From an optimization exercise on the open Yosys and OpenROAD flow, aimed at small area; shortcuts taken in it are not production practice. Function was checked by simulation only, so behaviour that the tests miss may differ from the original. Power is estimated from default activity; no workload was simulated.

`flow/design.v`:
```
module RiscvProcessor # (parameter [31:0] INITIAL_PC = 32'h00400000)
(
input clk, rst,
input [31:0] instruction,
input [31:0] dReadData,
output [31:0] PC,
output [31:0] dAddress, dWriteData,
output MemRead,
output MemWrite
);
wire [31:0] ins = instruction;
wire [4:0] op = ins[6:2];
wire [2:0] f3 = ins[14:12];
wire is_lui   = (op == 5'b01101);
wire is_auipc = (op == 5'b00101);
wire is_jal   = (op == 5'b11011);
wire is_jalr  = (op == 5'b11001);
wire is_br    = (op == 5'b11000);
wire is_load  = (op == 5'b00000);
wire is_store = (op == 5'b01000);
wire is_opi   = (op == 5'b00100);
wire is_op    = (op == 5'b01100);
assign MemRead  = (ins[6:0] == 7'b0000011);
assign MemWrite = (ins[6:0] == 7'b0100011);
reg [31:1] pc;
wire [31:0] pc_full = {pc, 1'b0};
wire [31:0] imm_i = {{20{ins[31]}}, ins[31:20]};
wire [31:0] imm_s = {{20{ins[31]}}, ins[31:25], ins[11:7]};
wire [31:0] imm_u = {ins[31:12], 12'b0};
wire [31:0] imm_j = {{11{ins[31]}}, ins[31], ins[19:12], ins[20], ins[30:21], 1'b0};
wire [31:0] imm_b = {{19{ins[31]}}, ins[31], ins[7], ins[30:25], ins[11:8], 1'b0};
reg [31:0] imm;
always @(*) begin
  if (is_store)               imm = imm_s;
  else if (is_lui | is_auipc) imm = imm_u;
  else if (is_jal)            imm = imm_j;
  else                        imm = imm_i;
end
wire use_imm = ~(is_op | is_br);
wire rd1_pc  = is_auipc | is_jal;
wire rd1_en  = ~(is_lui | is_auipc | is_jal);
wire reg_write = ~(is_br | is_store);
wire [31:0] rs1, rs2, wd;
register_file U4 (
  .clk(clk), .reset(rst),
  .read_addr_1(ins[19:15]), .read_addr_2(ins[24:20]),
  .write_addr(ins[11:7]), .write_data(wd), .reg_write(reg_write),
  .rd1_en(rd1_en), .rd1_pc(rd1_pc), .alt_1(pc_full),
  .read_data_1(rs1), .read_data_2(rs2)
);
wire [31:0] opb = use_imm ? imm : rs2;
wire alu_f = is_op | is_opi;
wire sub = is_br | (alu_f & (f3[2:1] == 2'b01)) | (is_op & ins[30] & (f3 == 3'b000));
wire [31:0] sum, p, g;
wire co;
add_bk add_a (.a(rs1), .b(opb ^ {32{sub}}), .ci(sub), .s(sum), .co(co), .p(p), .g(g));
wire eq  = &p;
wire ltu = ~co;
wire lt  = (rs1[31] ^ opb[31]) ? rs1[31] : sum[31];
wire [31:0] sr, sl;
shifter sh_unit (.a(rs1), .sh(opb[4:0]), .left(~f3[2]), .arith(ins[30]), .sr(sr));
genvar gi;
generate for (gi = 0; gi < 32; gi = gi + 1) begin : rv
  assign sl[gi] = sr[31 - gi];
end endgenerate
wire cond = (f3[2] ? (f3[1] ? ltu : lt) : eq) ^ f3[0];
wire taken = is_br & cond;
wire [31:0] poff = taken ? imm_b : 32'd4;
wire [31:0] pnext, pp_unused, pg_unused;
wire pco_unused;
add_bk add_p (.a(pc_full), .b(poff), .ci(1'b0), .s(pnext), .co(pco_unused), .p(pp_unused), .g(pg_unused));
wire jump = is_jal | is_jalr;
wire [31:1] pc_next = jump ? sum[31:1] : pnext[31:1];
always @(posedge clk or negedge rst)
  if (!rst)
    pc <= INITIAL_PC[31:1];
  else
    pc <= pc_next;
wire ld_ext = ~f3[2] & (f3[0] ? dReadData[15] : dReadData[7]);
wire [31:0] ld = {f3[1] ? dReadData[31:16] : {16{ld_ext}},
                  (f3[1] | f3[0]) ? dReadData[15:8] : {8{ld_ext}},
                  dReadData[7:0]};
wire use_sum = is_lui | is_auipc | (alu_f & (f3 == 3'b000));
wire sel_x  = alu_f & f3[2] & ~f3[0];           
wire sel_g  = alu_f & f3[2] & f3[1];            
wire sel_sr = alu_f & (f3 == 3'b101);
wire sel_sl = alu_f & (f3 == 3'b001);
wire sel_lt = alu_f & (f3[2:1] == 2'b01);
wire slt    = f3[0] ? ltu : lt;
assign wd = ({32{use_sum}} & sum) |
            ({32{jump}} & pnext) |
            ({32{is_load}} & ld) |
            ({32{sel_x}} & p) |
            ({32{sel_g}} & g) |
            ({32{sel_sr}} & sr) |
            ({32{sel_sl}} & sl) |
            {31'b0, sel_lt & slt};
assign dAddress = sum;
assign dWriteData = {rs2[31:16] & {16{f3[1]}}, rs2[15:8] & {8{f3[1] | f3[0]}}, rs2[7:0]};
assign PC = pc_full;
endmodule
module shifter (
  input  [31:0] a,
  input  [4:0]  sh,
  input         left,
  input         arith,
  output [31:0] sr
);
wire fill  = arith & a[31] & ~left;
wire nfill = ~fill;
wire [4:0] nsh = ~sh;
wire nleft = ~left;
wire [31:0] n0, x1, n2, x3, n4, x5;
genvar i;
generate
for (i = 0; i < 32; i = i + 1) begin : st
  g_muxi u0 (.s(left),  .ns(nleft),  .d1(a[31 - i]), .d0(a[i]), .y(n0[i]));
  g_muxi u1 (.s(sh[4]), .ns(nsh[4]), .d1(i + 16 < 32 ? n0[(i + 16) % 32] : nfill), .d0(n0[i]), .y(x1[i]));
  g_muxi u2 (.s(sh[3]), .ns(nsh[3]), .d1(i + 8 < 32 ? x1[(i + 8) % 32] : fill),    .d0(x1[i]), .y(n2[i]));
  g_muxi u3 (.s(sh[2]), .ns(nsh[2]), .d1(i + 4 < 32 ? n2[(i + 4) % 32] : nfill),   .d0(n2[i]), .y(x3[i]));
  g_muxi u4 (.s(sh[1]), .ns(nsh[1]), .d1(i + 2 < 32 ? x3[(i + 2) % 32] : fill),    .d0(x3[i]), .y(n4[i]));
  g_muxi u5 (.s(sh[0]), .ns(nsh[0]), .d1(i + 1 < 32 ? n4[(i + 1) % 32] : nfill),   .d0(n4[i]), .y(x5[i]));
end
endgenerate
assign sr = x5;
endmodule
module g_muxi (input s, ns, d1, d0, output y);
assign y = ~((s | d0) & (ns | d1));
endmodule
module add_bk (input [31:0] a, input [31:0] b, input ci, output [31:0] s, output co, output [31:0] p, output [31:0] g);
assign p = a ^ b;
assign g = a & b;
wire G_0_0 = g[0] | (p[0] & ci);
wire P_0_0 = p[0];
wire G_1_1 = g[1];
wire P_1_1 = p[1];
wire G_2_2 = g[2];
wire P_2_2 = p[2];
wire G_3_3 = g[3];
wire P_3_3 = p[3];
wire G_4_4 = g[4];
wire P_4_4 = p[4];
wire G_5_5 = g[5];
wire P_5_5 = p[5];
wire G_6_6 = g[6];
wire P_6_6 = p[6];
wire G_7_7 = g[7];
wire P_7_7 = p[7];
wire G_8_8 = g[8];
wire P_8_8 = p[8];
wire G_9_9 = g[9];
wire P_9_9 = p[9];
wire G_10_10 = g[10];
wire P_10_10 = p[10];
wire G_11_11 = g[11];
wire P_11_11 = p[11];
wire G_12_12 = g[12];
wire P_12_12 = p[12];
wire G_13_13 = g[13];
wire P_13_13 = p[13];
wire G_14_14 = g[14];
wire P_14_14 = p[14];
wire G_15_15 = g[15];
wire P_15_15 = p[15];
wire G_16_16 = g[16];
wire P_16_16 = p[16];
wire G_17_17 = g[17];
wire P_17_17 = p[17];
wire G_18_18 = g[18];
wire P_18_18 = p[18];
wire G_19_19 = g[19];
wire P_19_19 = p[19];
wire G_20_20 = g[20];
wire P_20_20 = p[20];
wire G_21_21 = g[21];
wire P_21_21 = p[21];
wire G_22_22 = g[22];
wire P_22_22 = p[22];
wire G_23_23 = g[23];
wire P_23_23 = p[23];
wire G_24_24 = g[24];
wire P_24_24 = p[24];
wire G_25_25 = g[25];
wire P_25_25 = p[25];
wire G_26_26 = g[26];
wire P_26_26 = p[26];
wire G_27_27 = g[27];
wire P_27_27 = p[27];
wire G_28_28 = g[28];
wire P_28_28 = p[28];
wire G_29_29 = g[29];
wire P_29_29 = p[29];
wire G_30_30 = g[30];
wire P_30_30 = p[30];
wire G_31_31 = g[31];
wire P_31_31 = p[31];
wire G_1_0 = G_1_1 | (P_1_1 & G_0_0);
wire G_3_2 = G_3_3 | (P_3_3 & G_2_2);
wire P_3_2 = P_3_3 & P_2_2;
wire G_5_4 = G_5_5 | (P_5_5 & G_4_4);
wire P_5_4 = P_5_5 & P_4_4;
wire G_7_6 = G_7_7 | (P_7_7 & G_6_6);
wire P_7_6 = P_7_7 & P_6_6;
wire G_9_8 = G_9_9 | (P_9_9 & G_8_8);
wire P_9_8 = P_9_9 & P_8_8;
wire G_11_10 = G_11_11 | (P_11_11 & G_10_10);
wire P_11_10 = P_11_11 & P_10_10;
wire G_13_12 = G_13_13 | (P_13_13 & G_12_12);
wire P_13_12 = P_13_13 & P_12_12;
wire G_15_14 = G_15_15 | (P_15_15 & G_14_14);
wire P_15_14 = P_15_15 & P_14_14;
wire G_17_16 = G_17_17 | (P_17_17 & G_16_16);
wire P_17_16 = P_17_17 & P_16_16;
wire G_19_18 = G_19_19 | (P_19_19 & G_18_18);
wire P_19_18 = P_19_19 & P_18_18;
wire G_21_20 = G_21_21 | (P_21_21 & G_20_20);
wire P_21_20 = P_21_21 & P_20_20;
wire G_23_22 = G_23_23 | (P_23_23 & G_22_22);
wire P_23_22 = P_23_23 & P_22_22;
wire G_25_24 = G_25_25 | (P_25_25 & G_24_24);
wire P_25_24 = P_25_25 & P_24_24;
wire G_27_26 = G_27_27 | (P_27_27 & G_26_26);
wire P_27_26 = P_27_27 & P_26_26;
wire G_29_28 = G_29_29 | (P_29_29 & G_28_28);
wire P_29_28 = P_29_29 & P_28_28;
wire G_31_30 = G_31_31 | (P_31_31 & G_30_30);
wire P_31_30 = P_31_31 & P_30_30;
wire G_3_0 = G_3_2 | (P_3_2 & G_1_0);
wire G_7_4 = G_7_6 | (P_7_6 & G_5_4);
wire P_7_4 = P_7_6 & P_5_4;
wire G_11_8 = G_11_10 | (P_11_10 & G_9_8);
wire P_11_8 = P_11_10 & P_9_8;
wire G_15_12 = G_15_14 | (P_15_14 & G_13_12);
wire P_15_12 = P_15_14 & P_13_12;
wire G_19_16 = G_19_18 | (P_19_18 & G_17_16);
wire P_19_16 = P_19_18 & P_17_16;
wire G_23_20 = G_23_22 | (P_23_22 & G_21_20);
wire P_23_20 = P_23_22 & P_21_20;
wire G_27_24 = G_27_26 | (P_27_26 & G_25_24);
wire P_27_24 = P_27_26 & P_25_24;
wire G_31_28 = G_31_30 | (P_31_30 & G_29_28);
wire P_31_28 = P_31_30 & P_29_28;
wire G_7_0 = G_7_4 | (P_7_4 & G_3_0);
wire G_15_8 = G_15_12 | (P_15_12 & G_11_8);
wire P_15_8 = P_15_12 & P_11_8;
wire G_23_16 = G_23_20 | (P_23_20 & G_19_16);
wire P_23_16 = P_23_20 & P_19_16;
wire G_31_24 = G_31_28 | (P_31_28 & G_27_24);
wire P_31_24 = P_31_28 & P_27_24;
wire G_15_0 = G_15_8 | (P_15_8 & G_7_0);
wire G_31_16 = G_31_24 | (P_31_24 & G_23_16);
wire P_31_16 = P_31_24 & P_23_16;
wire G_31_0 = G_31_16 | (P_31_16 & G_15_0);
wire G_23_0 = G_23_16 | (P_23_16 & G_15_0);
wire G_11_0 = G_11_8 | (P_11_8 & G_7_0);
wire G_19_0 = G_19_16 | (P_19_16 & G_15_0);
wire G_27_0 = G_27_24 | (P_27_24 & G_23_0);
wire G_5_0 = G_5_4 | (P_5_4 & G_3_0);
wire G_9_0 = G_9_8 | (P_9_8 & G_7_0);
wire G_13_0 = G_13_12 | (P_13_12 & G_11_0);
wire G_17_0 = G_17_16 | (P_17_16 & G_15_0);
wire G_21_0 = G_21_20 | (P_21_20 & G_19_0);
wire G_25_0 = G_25_24 | (P_25_24 & G_23_0);
wire G_29_0 = G_29_28 | (P_29_28 & G_27_0);
wire G_2_0 = G_2_2 | (P_2_2 & G_1_0);
wire G_4_0 = G_4_4 | (P_4_4 & G_3_0);
wire G_6_0 = G_6_6 | (P_6_6 & G_5_0);
wire G_8_0 = G_8_8 | (P_8_8 & G_7_0);
wire G_10_0 = G_10_10 | (P_10_10 & G_9_0);
wire G_12_0 = G_12_12 | (P_12_12 & G_11_0);
wire G_14_0 = G_14_14 | (P_14_14 & G_13_0);
wire G_16_0 = G_16_16 | (P_16_16 & G_15_0);
wire G_18_0 = G_18_18 | (P_18_18 & G_17_0);
wire G_20_0 = G_20_20 | (P_20_20 & G_19_0);
wire G_22_0 = G_22_22 | (P_22_22 & G_21_0);
wire G_24_0 = G_24_24 | (P_24_24 & G_23_0);
wire G_26_0 = G_26_26 | (P_26_26 & G_25_0);
wire G_28_0 = G_28_28 | (P_28_28 & G_27_0);
wire G_30_0 = G_30_30 | (P_30_30 & G_29_0);
assign s[0] = p[0] ^ ci;
assign s[1] = p[1] ^ G_0_0;
assign s[2] = p[2] ^ G_1_0;
assign s[3] = p[3] ^ G_2_0;
assign s[4] = p[4] ^ G_3_0;
assign s[5] = p[5] ^ G_4_0;
assign s[6] = p[6] ^ G_5_0;
assign s[7] = p[7] ^ G_6_0;
assign s[8] = p[8] ^ G_7_0;
assign s[9] = p[9] ^ G_8_0;
assign s[10] = p[10] ^ G_9_0;
assign s[11] = p[11] ^ G_10_0;
assign s[12] = p[12] ^ G_11_0;
assign s[13] = p[13] ^ G_12_0;
assign s[14] = p[14] ^ G_13_0;
assign s[15] = p[15] ^ G_14_0;
assign s[16] = p[16] ^ G_15_0;
assign s[17] = p[17] ^ G_16_0;
assign s[18] = p[18] ^ G_17_0;
assign s[19] = p[19] ^ G_18_0;
assign s[20] = p[20] ^ G_19_0;
assign s[21] = p[21] ^ G_20_0;
assign s[22] = p[22] ^ G_21_0;
assign s[23] = p[23] ^ G_22_0;
assign s[24] = p[24] ^ G_23_0;
assign s[25] = p[25] ^ G_24_0;
assign s[26] = p[26] ^ G_25_0;
assign s[27] = p[27] ^ G_26_0;
assign s[28] = p[28] ^ G_27_0;
assign s[29] = p[29] ^ G_28_0;
assign s[30] = p[30] ^ G_29_0;
assign s[31] = p[31] ^ G_30_0;
assign co = G_31_0;
endmodule
module register_file (
  input         clk,
  input         reset,
  input  [4:0]  read_addr_1,
  input  [4:0]  read_addr_2,
  input  [4:0]  write_addr,
  input  [31:0] write_data,
  input         reg_write,
  input         rd1_en,       
  input         rd1_pc,       
  input  [31:0] alt_1,
  output [31:0] read_data_1,
  output [31:0] read_data_2
);
reg  [31:1] valid;
wire [31:0] r [0:31];
wire [31:1] we, nwe;
wire [31:0] sel1, sel2;
assign sel1[0] = rd1_pc;
assign sel2[0] = 1'b0;
assign r[0] = alt_1;
genvar k, b;
generate
for (k = 1; k < 32; k = k + 1) begin : regs
  assign we[k]   = reg_write & (write_addr == k);
  assign nwe[k]  = ~we[k];
  assign sel1[k] = rd1_en & valid[k] & (read_addr_1 == k);
  assign sel2[k] = valid[k] & (read_addr_2 == k);
  always @(posedge clk or negedge reset)
    if (!reset)
      valid[k] <= 1'b0;
    else if (we[k])
      valid[k] <= 1'b1;
  reg  [31:0] q;
  wire [31:0] d;
  for (b = 0; b < 32; b = b + 1) begin : bits
    rf_ao22 en (.a1(we[k]), .a2(write_data[b]), .b1(nwe[k]), .b2(q[b]), .y(d[b]));
  end
  always @(posedge clk)
    q <= d;
  assign r[k] = q;
end
for (b = 0; b < 32; b = b + 1) begin : rbits
  wire [10:0] n1;
  wire [10:0] n2;
  for (k = 0; k < 10; k = k + 1) begin : grp
    rf_aoi222 p1 (.a1(sel1[3*k+1]), .a2(r[3*k+1][b]), .b1(sel1[3*k+2]), .b2(r[3*k+2][b]),
                  .c1(sel1[3*k+3]), .c2(r[3*k+3][b]), .y(n1[k]));
    rf_aoi222 p2 (.a1(sel2[3*k+1]), .a2(r[3*k+1][b]), .b1(sel2[3*k+2]), .b2(r[3*k+2][b]),
                  .c1(sel2[3*k+3]), .c2(r[3*k+3][b]), .y(n2[k]));
  end
  assign n1[10] = ~((sel1[0] & r[0][b]) | (sel1[31] & r[31][b]));
  assign n2[10] = ~(sel2[31] & r[31][b]);
  assign read_data_1[b] = ~&n1;
  assign read_data_2[b] = ~&n2;
end
endgenerate
endmodule
module rf_ao22 (input a1, a2, b1, b2, output y);
assign y = (a1 & a2) | (b1 & b2);
endmodule
module rf_aoi222 (input a1, a2, b1, b2, c1, c2, output y);
assign y = ~((a1 & a2) | (b1 & b2) | (c1 & c2));
endmodule
```
`flow/flow/run.sh`:
```
#!/bin/bash
# Standard ORFS layout (the standard.sh) with two changes:
#  - port buffers are buf_1 instead of the default pick,
#  - CTS clusters up to 24 sinks per clkbuf_16 leaf and inserts no dummy loads.
# make's full output goes to standard.log here; ORFS keeps each step's log
# under orfs/logs/.
set -euo pipefail
export BUFFER_PORTS_ARGS="-buffer_cell sky130_fd_sc_hd__buf_1"
export CTS_ARGS="-sink_clustering_enable -repair_clock_nets -dont_use_dummy_load -sink_clustering_size 24 -sink_clustering_max_diameter 80"
bash standard.sh > standard.log 2>&1
```
`flow/standard.sh`:
```
#!/bin/bash
# synth_recipe.tcl (not shown) runs the flow's synth.tcl, then flattens the netlist and writes it again
# the make line also repeats each setting of config.mk as NAME=value (left out here)
make -C /OpenROAD-flow-scripts/flow DESIGN_CONFIG=/design/flow/config.mk WORK_HOME=/design/flow/orfs CLKGATE_MAP_FILE= SYNTH_SCRIPT=/design/flow/synth_recipe.tcl "${@:-finish}"
```
`flow/config.mk`:
```
export PLATFORM = sky130hd
export DESIGN_NAME = RiscvProcessor
export DESIGN_NICKNAME = RiscvProcessor
export VERILOG_FILES = /design/flow/design.v
export SDC_FILE = /design/flow/constraint.sdc
export NUM_CORES = 4
export LEC_CHECK = 0
export CAP_MARGIN = 0
export CORE_MARGIN = 2
export CORE_UTILIZATION = 50
export SLEW_MARGIN = 0
export SYNTH_HIERARCHICAL = 1
export SYNTH_MINIMUM_KEEP_SIZE = 0
```
`flow/constraint.sdc`:
```
create_clock -name core_clock -period 16.0 [get_ports {clk}]
set_input_delay 3.2000 -clock core_clock [delete_from_list [all_inputs] [get_ports {clk}]]
set_output_delay 3.2000 -clock core_clock [all_outputs]
set_load 0.01 [all_outputs]
```
==> summary.md, run 1 <==
| Metric | Value |
|---|---|
| Max Fanout on Critical Path | 31 |
| DP Worst Slack | 1.58 ns |
| Min-Delay Endpoint | U4.valid[16] |
| Leak Pwr | 20.4 nW |
| Hold crit path type | flop to flop |
| Status | finished clean |
| R2R depth | 38 |
| Post-CTS Setup Inserts | 0 |
| Vias in the first global route | 43.3k |
| Cells after Synth | 4233 |
| Detailed Place HPWL | 155000 µm |
| WHS | 0.485 ns |
| I/O pins | 164 |
| Share of cells above drive strength 1 | 7.56% |
| Sum of negative setup slack | 0 ns |
| VDD IR max | 88.7 µV |
| DRC | 0 |
| Post-DP Area | 50200 µm² |
| Cell Pwr Density | 118 nW/µm² |
| Crit Reg-Reg Endpoint | U4.regs[10].q[31] |
| Most common cell on crit path | fa_1 |
| Arr. time, crit path | 14.76 ns |
| CTS tree | built |
| Clk_skew | 0.115 ns |
| CTS root buf | clkbuf_16 |
| Critical Path Max Stage Delay | 0.83 ns |
| Wire length per cell | 39.6 µm |
| RR Startpoint | U4.valid[28] |
| Hold Path Cell Cnt | 1 |
| Pin count of the biggest net entering global routing | 66 |
| CP max-delay cell | and3_1 |
| First-pass GRT wire length | 323000 µm |
| Initial antenna violation count | 10 |
| FMAX | 0.0705 GHz |
| Critical Path RT | 16.57 ns |
| Latest clock arrival within the worst-skew pair | 0.73 ns |
| Gpl congestion | 1.05 |
| RSZ-0062 raised after global routing | false |
| Initial Util | 50.3% |
| R2R Setup Slk | 5.12 ns |
| Die X-Extent | 310 µm |
| CP Launch Type | input port |
| Synth Area per Inst | 11.0 µm² |
| CTS Sinks | 1054 |
| H-tree Lvls | 2 |
| Critical path endpoint category | flop |
| DR pass1 iterations | 14 |
| Area Overhead vs Synth | 10.5% |
| Core box area | 92900 µm² |
| Hold_buf cts | 0 |
| Die Ht | 310 µm |
| Vias | 47.9k |
| Reported max-cap violation count | 0 |
| Synth warnings | 8 |
| Setup violations, final | 0 |
| Pins Over Slew Limit | 0 |
| Crit share post-route | 88.7% |
| Finished Cell Area | 51600 µm² |
| Die area | 95800 µm² |
| Post-Route WL | 231000 µm |
| Hold_sp | U4.valid[16] |
| Antenna-violating nets left | 0 |
| Gr ovfl total | 0 |
| Commonest non-fill, non-tap cells in the layout | dfxtp_1, a22o_1, a222oi_1, nand2_1, o22ai_1 |
| FP Rows | 112 |
| Max Buffers Root-to-Sink | 3 |
| Post-Synthesis Cell Area | 46700 µm² |
| Net count, final | 4738 |
| CTS clk-pin slew, worst paths | 0.08 ns |
| PortBufs | 162 |
| Fin. Hold Viols | 0 |
| Final Critical Period | 14.19 ns |
| Total Power | 6.08 mW |
| Worst slew pin tran | 1.16 ns |
| Overall routing resource usage | 46.1% |
| Slew HR | 22.5% |
| Cts repair resizes | 0 |
| Vias/cell | 8.22 |
| Final WS setup | 1.81 ns |
| CTS buffer count | 54 |
| WS Path Type | input port to flop |
| DRT iter0 DRCs | 11.5k |
## area by class of cell
cell class,instances,area (µm²)
tap,1254,1570
multi-input combinational,3028,24900
inverter,86,323
clock buffer,54,1350
timing repair buffer,353,2050
fill,8300,41300
sequential,1054,21400
antenna,3,7.51
## worst max path at each step
stage / start / endpoint / slack (ns) / cells after the start
final: instruction[4] / U4.regs[10].q[31] / 1.81 / 40
after global routing: instruction[2] / U4.regs[14].q[31] / 1.55 / 40
after CTS: instruction[4] / U4.regs[5].q[22] / 2.28 / 39
after detailed placement: instruction[4] / U4.regs[16].q[31] / 1.58 / 40
after global placement: instruction[21] / U4.regs[25].q[31] / 1.75 / 41
after floorplan: instruction[24] / U4.regs[20].q[31] / 0.96 / 34
## worst max-delay path: cells and delay by family
| kind | cells | cell delay, ns |
|---|---|---|
| fa+ha+maj | 5 | 1.78 |
| compound gates | 19 | 4.87 |
| xor+xnor | 3 | 0.97 |
| simple gates | 7 | 2.55 |
| buf+inv | 6 | 1.28 |
## routing by layer
| layer | share of wire [%] | vias up | track usage (%) | routed length [µm] |
|---|---|---|---|---|
| met5 | 0.028 | - | 0 | 64 |
| met4 | 6.4 | 10 | 21.4 | 14900 |
| met3 | 16 | 842 | 16.4 | 36000 |
| met2 | 41 | 4290 | 68.2 | 95300 |
| met1 | 37 | 23287 | 59.9 | 84800 |
| li1 | - | 19487 | - | - |
## per-stage QoR
| step | utilization [%] | std cells |
|---|---|---|
| 6_report | 55.5 | 5832 |
| 5_1_grt | 55.5 | 5829 |
| 4_1_cts | 55.5 | 5828 |
| 3_5_place_dp | 54.1 | 5774 |
| 3_3_place_gp | 54.1 | 5774 |
| 2_1_floorplan | - | 4237 |
## registers in the layout, indices dropped and copies added, names as in the netlist
signal,flops
pc,31
U4.regs.q,992
U4.valid,31
## where the power goes
group | internal, mW | switching (mW) | total, mW | leakage [nW]
logic | 0.458 | 0.800 | 1.26 | 10.9
registers | 2.97 | 0.353 | 3.32 | 8.77
clock network | 0.600 | 0.895 | 1.50 | 0.665
total | 4.03 | 2.05 | 6.08 | 20.4
==> inputs of run 2 (changes only) <==
--- a/flow/design.v
+++ b/flow/design.v
@@ -65,12 +65,15 @@
 end endgenerate
 wire cond = (f3[2] ? (f3[1] ? ltu : lt) : eq) ^ f3[0];
 wire taken = is_br & cond;
-wire [31:0] poff = taken ? imm_b : 32'd4;
-wire [31:0] pnext, pp_unused, pg_unused;
-wire pco_unused;
-add_bk add_p (.a(pc_full), .b(poff), .ci(1'b0), .s(pnext), .co(pco_unused), .p(pp_unused), .g(pg_unused));
+wire [12:1] poff = taken ? imm_b[12:1] : 12'd2;
+wire [31:1] pnext;
+add_pc add_p (.pc(pc), .b(poff), .t(taken & ins[31]), .sum(pnext));
 wire jump = is_jal | is_jalr;
-wire [31:1] pc_next = jump ? sum[31:1] : pnext[31:1];
+wire [31:1] pc_next;
+wire njump = ~jump;
+generate for (gi = 1; gi < 32; gi = gi + 1) begin : pcm
+  g_mux m (.s(jump), .ns(njump), .d1(sum[gi]), .d0(pnext[gi]), .y(pc_next[gi]));
+end endgenerate
 always @(posedge clk or negedge rst)
   if (!rst)
     pc <= INITIAL_PC[31:1];
@@ -87,14 +90,12 @@
 wire sel_sl = alu_f & (f3 == 3'b001);
 wire sel_lt = alu_f & (f3[2:1] == 2'b01);
 wire slt    = f3[0] ? ltu : lt;
-assign wd = ({32{use_sum}} & sum) |
-            ({32{jump}} & pnext) |
-            ({32{is_load}} & ld) |
-            ({32{sel_x}} & p) |
-            ({32{sel_g}} & g) |
-            ({32{sel_sr}} & sr) |
-            ({32{sel_sl}} & sl) |
-            {31'b0, sel_lt & slt};
+wire [31:0] wn0, wn1;
+generate for (gi = 0; gi < 32; gi = gi + 1) begin : wdm
+  g_aoi222 w0 (.a1(use_sum), .a2(sum[gi]), .b1(jump),  .b2(gi == 0 ? 1'b0 : pnext[gi % 32]), .c1(is_load), .c2(ld[gi]), .y(wn0[gi]));
+  g_aoi222 w1 (.a1(sel_x),   .a2(p[gi]),   .b1(sel_g), .b2(g[gi]),     .c1(sel_sr),  .c2(sr[gi]), .y(wn1[gi]));
+end endgenerate
+assign wd = ~(wn0 & wn1) | ({32{sel_sl}} & sl) | {31'b0, sel_lt & slt};
 assign dAddress = sum;
 assign dWriteData = {rs2[31:16] & {16{f3[1]}}, rs2[15:8] & {8{f3[1] | f3[0]}}, rs2[7:0]};
 assign PC = pc_full;
@@ -127,6 +128,37 @@
 module g_muxi (input s, ns, d1, d0, output y);
 assign y = ~((s | d0) & (ns | d1));
 endmodule
+module add_pc (
+  input  [31:1] pc,
+  input  [12:1] b,
+  input         t,
+  output [31:1] sum
+);
+wire [11:0] lo_p, lo_g;
+wire c13;
+add_sk12 lo (.a(pc[12:1]), .b(b), .ci(1'b0), .s(sum[12:1]), .co(c13), .p(lo_p), .g(lo_g));
+wire inc = ~t & c13;
+wire dec = t & ~c13;
+wire [31:13] all1, all0;
+assign all1[13] = 1'b1;
+assign all0[13] = 1'b1;
+genvar i;
+generate
+for (i = 14; i < 32; i = i + 1) begin : ch
+  assign all1[i] = all1[i - 1] & pc[i - 1];
+  assign all0[i] = all0[i - 1] & ~pc[i - 1];
+end
+for (i = 13; i < 32; i = i + 1) begin : hi
+  assign sum[i] = pc[i] ^ ((inc & all1[i]) | (dec & all0[i]));
+end
+endgenerate
+endmodule
+module g_mux (input s, ns, d1, d0, output y);
+assign y = (s & d1) | (ns & d0);
+endmodule
+module g_aoi222 (input a1, a2, b1, b2, c1, c2, output y);
+assign y = ~((a1 & a2) | (b1 & b2) | (c1 & c2));
+endmodule
 module add_bk (input [31:0] a, input [31:0] b, input ci, output [31:0] s, output co, output [31:0] p, output [31:0] g);
 assign p = a ^ b;
 assign g = a & b;
@@ -311,6 +343,76 @@
 assign s[31] = p[31] ^ G_30_0;
 assign co = G_31_0;
 endmodule
+module add_sk12 (input [11:0] a, input [11:0] b, input ci, output [11:0] s, output co, output [11:0] p, output [11:0] g);
+assign p = a ^ b;
+assign g = a & b;
+wire G_0_0 = g[0] | (p[0] & ci);
+wire P_0_0 = p[0];
+wire G_1_1 = g[1];
+wire P_1_1 = p[1];
+wire G_2_2 = g[2];
+wire P_2_2 = p[2];
+wire G_3_3 = g[3];
+wire P_3_3 = p[3];
+wire G_4_4 = g[4];
+wire P_4_4 = p[4];
+wire G_5_5 = g[5];
+wire P_5_5 = p[5];
+wire G_6_6 = g[6];
+wire P_6_6 = p[6];
+wire G_7_7 = g[7];
+wire P_7_7 = p[7];
+wire G_8_8 = g[8];
+wire P_8_8 = p[8];
+wire G_9_9 = g[9];
+wire P_9_9 = p[9];
+wire G_10_10 = g[10];
+wire P_10_10 = p[10];
+wire G_11_11 = g[11];
+wire P_11_11 = p[11];
+wire G_1_0 = G_1_1 | (P_1_1 & G_0_0);
+wire G_3_2 = G_3_3 | (P_3_3 & G_2_2);
+wire P_3_2 = P_3_3 & P_2_2;
+wire G_5_4 = G_5_5 | (P_5_5 & G_4_4);
+wire P_5_4 = P_5_5 & P_4_4;
+wire G_7_6 = G_7_7 | (P_7_7 & G_6_6);
+wire P_7_6 = P_7_7 & P_6_6;
+wire G_9_8 = G_9_9 | (P_9_9 & G_8_8);
+wire P_9_8 = P_9_9 & P_8_8;
+wire G_11_10 = G_11_11 | (P_11_11 & G_10_10);
+wire P_11_10 = P_11_11 & P_10_10;
+wire G_2_0 = G_2_2 | (P_2_2 & G_1_0);
+wire G_3_0 = G_3_2 | (P_3_2 & G_1_0);
+wire G_6_4 = G_6_6 | (P_6_6 & G_5_4);
+wire P_6_4 = P_6_6 & P_5_4;
+wire G_7_4 = G_7_6 | (P_7_6 & G_5_4);
+wire P_7_4 = P_7_6 & P_5_4;
+wire G_10_8 = G_10_10 | (P_10_10 & G_9_8);
+wire P_10_8 = P_10_10 & P_9_8;
+wire G_11_8 = G_11_10 | (P_11_10 & G_9_8);
+wire P_11_8 = P_11_10 & P_9_8;
+wire G_4_0 = G_4_4 | (P_4_4 & G_3_0);
+wire G_5_0 = G_5_4 | (P_5_4 & G_3_0);
+wire G_6_0 = G_6_4 | (P_6_4 & G_3_0);
+wire G_7_0 = G_7_4 | (P_7_4 & G_3_0);
+wire G_8_0 = G_8_8 | (P_8_8 & G_7_0);
+wire G_9_0 = G_9_8 | (P_9_8 & G_7_0);
+wire G_10_0 = G_10_8 | (P_10_8 & G_7_0);
+wire G_11_0 = G_11_8 | (P_11_8 & G_7_0);
+assign s[0] = p[0] ^ ci;
+assign s[1] = p[1] ^ G_0_0;
+assign s[2] = p[2] ^ G_1_0;
+assign s[3] = p[3] ^ G_2_0;
+assign s[4] = p[4] ^ G_3_0;
+assign s[5] = p[5] ^ G_4_0;
+assign s[6] = p[6] ^ G_5_0;
+assign s[7] = p[7] ^ G_6_0;
+assign s[8] = p[8] ^ G_7_0;
+assign s[9] = p[9] ^ G_8_0;
+assign s[10] = p[10] ^ G_9_0;
+assign s[11] = p[11] ^ G_10_0;
+assign co = G_11_0;
+endmodule
 module register_file (
   input         clk,
   input         reset,
==> run 2 against run 1 <==
Net effect: critical path depth grew 1; routed wire length grew 6.4%; non-clock buffer count grew 18; sequential share of layout area grew 0.16 points; maximum frequency shrank 3.6%; clock power is essentially flat; count of clock-buffer cells in the layout shrank 2; synthesized cell count shrank 1.8%; critical path type unchanged; synthesized area shrank 0.56%; via count grew 1.2%; die area shrank 0.55%; core utilization grew 0.45 points.
==> summary.md, run 2 <==
| Metric | Value |
|---|---|
| CP max-delay cell | a222oi_1 |
| Overall routing resource usage | 49.4% |
| Hold_buf cts | 0 |
| Max Fanout on Critical Path | 32 |
| Pin count of the biggest net entering global routing | 65 |
| Die Ht | 309 µm |
| Post-CTS Setup Inserts | 0 |
| Synth Area per Inst | 11.2 µm² |
| Vias/cell | 8.39 |
| Sum of negative setup slack | 0 ns |
| Initial antenna violation count | 17 |
| Initial Util | 50.6% |
| Max Buffers Root-to-Sink | 3 |
| PortBufs | 162 |
| H-tree Lvls | 2 |
| Die X-Extent | 309 µm |
| CP Launch Type | input port |
| Clk_skew | 0.0967 ns |
| Biggest register | U4.regs.q |
| VDD IR max | 99.9 µV |
| Core box area | 91800 µm² |
| Pins Over Slew Limit | 0 |
| Wire length per cell | 42.5 µm |
| DRC | 0 |
| Commonest non-fill, non-tap cells in the layout | a22o_1, dfxtp_1, a222oi_1, nand2_1, buf_4 |
| RSZ-0062 raised after global routing | false |
| Post-Synthesis Cell Area | 46400 µm² |
| Antenna-violating nets left | 0 |
| CTS clk-pin slew, worst paths | 0.09 ns |
| Crit share post-route | 92.0% |
| Die area | 95300 µm² |
| Detailed Place HPWL | 164000 µm |
| Critical Path Max Stage Delay | 1.11 ns |
| Critical Path RT | 16.55 ns |
| Largest register FFs | 992 |
| Setup violations, final | 0 |
| WS Path Type | input port to flop |
| First-pass GRT wire length | 339000 µm |
| FMAX | 0.0679 GHz |
| Hold crit path type | flop to flop |
| Latest clock arrival within the worst-skew pair | 0.73 ns |
| Vias | 48.5k |
| Finished Cell Area | 51400 µm² |
| CTS tree | built |
| Status | finished clean |
| Post-Route WL | 246000 µm |
| Finished Core Util | 56.0% |
| Cts repair resizes | 0 |
| I/O pins | 164 |
| CTS Sinks | 1054 |
| Slew HR | 5.09% |
| Reported max-cap violation count | 0 |
| Vias in the first global route | 43.0k |
| Synth warnings | 8 |
| Area Overhead vs Synth | 10.7% |
| CTS root buf | clkbuf_16 |
| Cell Pwr Density | 115 nW/µm² |
| WHS | 0.486 ns |
| Gr ovfl total | 0 |
| Cells after Synth | 4157 |
| Commonest non-fill, non-tap cell in the layout | a22o_1 |
| Worst slew pin tran | 1.42 ns |
| Critical path endpoint category | flop |
| DR pass1 iterations | 13 |
| Leak Pwr | 20.1 nW |
| CTS buffer count | 52 |
| Final Critical Period | 14.72 ns |
| Fill count | 8039 |
| Biggest regs | U4.regs.q (992), U4.valid (31), pc (31) |
| Net count, final | 4663 |
| Arr. time, crit path | 15.27 ns |
| FP Rows | 111 |
| DRT iter0 DRCs | 13.2k |
| Fin. Hold Viols | 0 |
| Post-DP Area | 50100 µm² |
| Gpl congestion | 1.12 |
| Share of cells above drive strength 1 | 7.64% |
## run 2: through the flow
stage | cells | setup slack (ns) | power, mW
after global placement | 5720 | 1.52 | 4.42
after CTS | 5772 | 1.98 | 5.84
after floorplan | 4159 | 1.26 | 3.91
after detailed placement | 5720 | 1.33 | 4.43
after global routing | 5772 | 0.980 | 6.07
final | 5779 | 1.28 | 5.93
## run 2: per-layer routing
metal	vias up	global-route usage, %	share of wire, %
li1	19443	-	-
met5	-	0.202	0.041
met1	23414	63.8	36
met4	16	31.8	8.5
met2	4625	67.2	39
met3	999	20.7	17
## run 2: report_power, final
part	switching, mW	internal, mW	leakage, nW
Sequential	0.320	2.95	8.76
Combinational	0.753	0.438	10.7
Clock	0.895	0.580	0.641
## run 2: layout make-up
type                            count  area [µm²]  area share [%]
Multi-Input combinational cell   2987       24700            48.0
Sequential cell                  1054       21400            41.7
Timing Repair Buffer              371        2200            4.29
Tap cell                         1243        1560            3.03
Clock buffer                       52        1300            2.53
Inverter                           65         244           0.475
Antenna cell                        7        17.5          0.0341
## run 2: critical path: cells and delay by family
kind	cells	cell delay, ns
fa+ha+maj	5	1.51
compound gates	16	5.93
buf+inv	7	1.27
simple gates	10	2.77
xor+xnor	2	0.35
mux	1	0.18
## run 2: path summary, 6_finish.rpt
path | cells past startpoint | end | slack, ns | start
setup reg to reg | 39 | U4.regs[15].q[23] | 4.86 | U4.valid[1]
min in group asynchronous | 2 | U4.valid[13] | 2.73 | rst
hold / removal | 1 | U4.valid[8] | 0.49 | U4.valid[8]
setup / recovery | 41 | U4.regs[15].q[23] | 1.28 | instruction[5]
hold reg to reg | 1 | U4.valid[8] | 0.49 | U4.valid[8]
max in group asynchronous | 2 | U4.valid[14] | 12.61 | rst

==> separate check: timing with driven ports <==
The flow's constraints put no driver on any port. The routed layouts listed below were extracted and timed again, unchanged, in two steps.
Step 1 assumes that a clkbuf_16 drives the clock port and a buf_2 every other input.
Step 2, shift: input delay + t, output delay - t, t = (earliest + latest rising clock arrival at the registers) / 2. This alone moves slack from input paths to output paths.
a / b / c = no drivers / after step 1 / after step 2; a / b = the first two.
run | t (ns) | slack for setup (ns) | hold WS [ns] | slew at the worst register clock pin (ns) | cell pins on the clock port's net
run 1 | 0.750 | 1.811 / 1.859 / 1.109 | 0.485 / 0.485 / 0.485 | 0.11 / 0.11 | 1
run 2 | 0.766 | 1.281 / 1.337 / 0.571 | 0.486 / 0.486 / 0.486 | 0.11 / 0.11 | 1
After both steps every run listed still meets setup and hold. The setup slack of run 2, which loses most, moves by +0.056 ns with the drivers and by -0.710 ns with both steps.
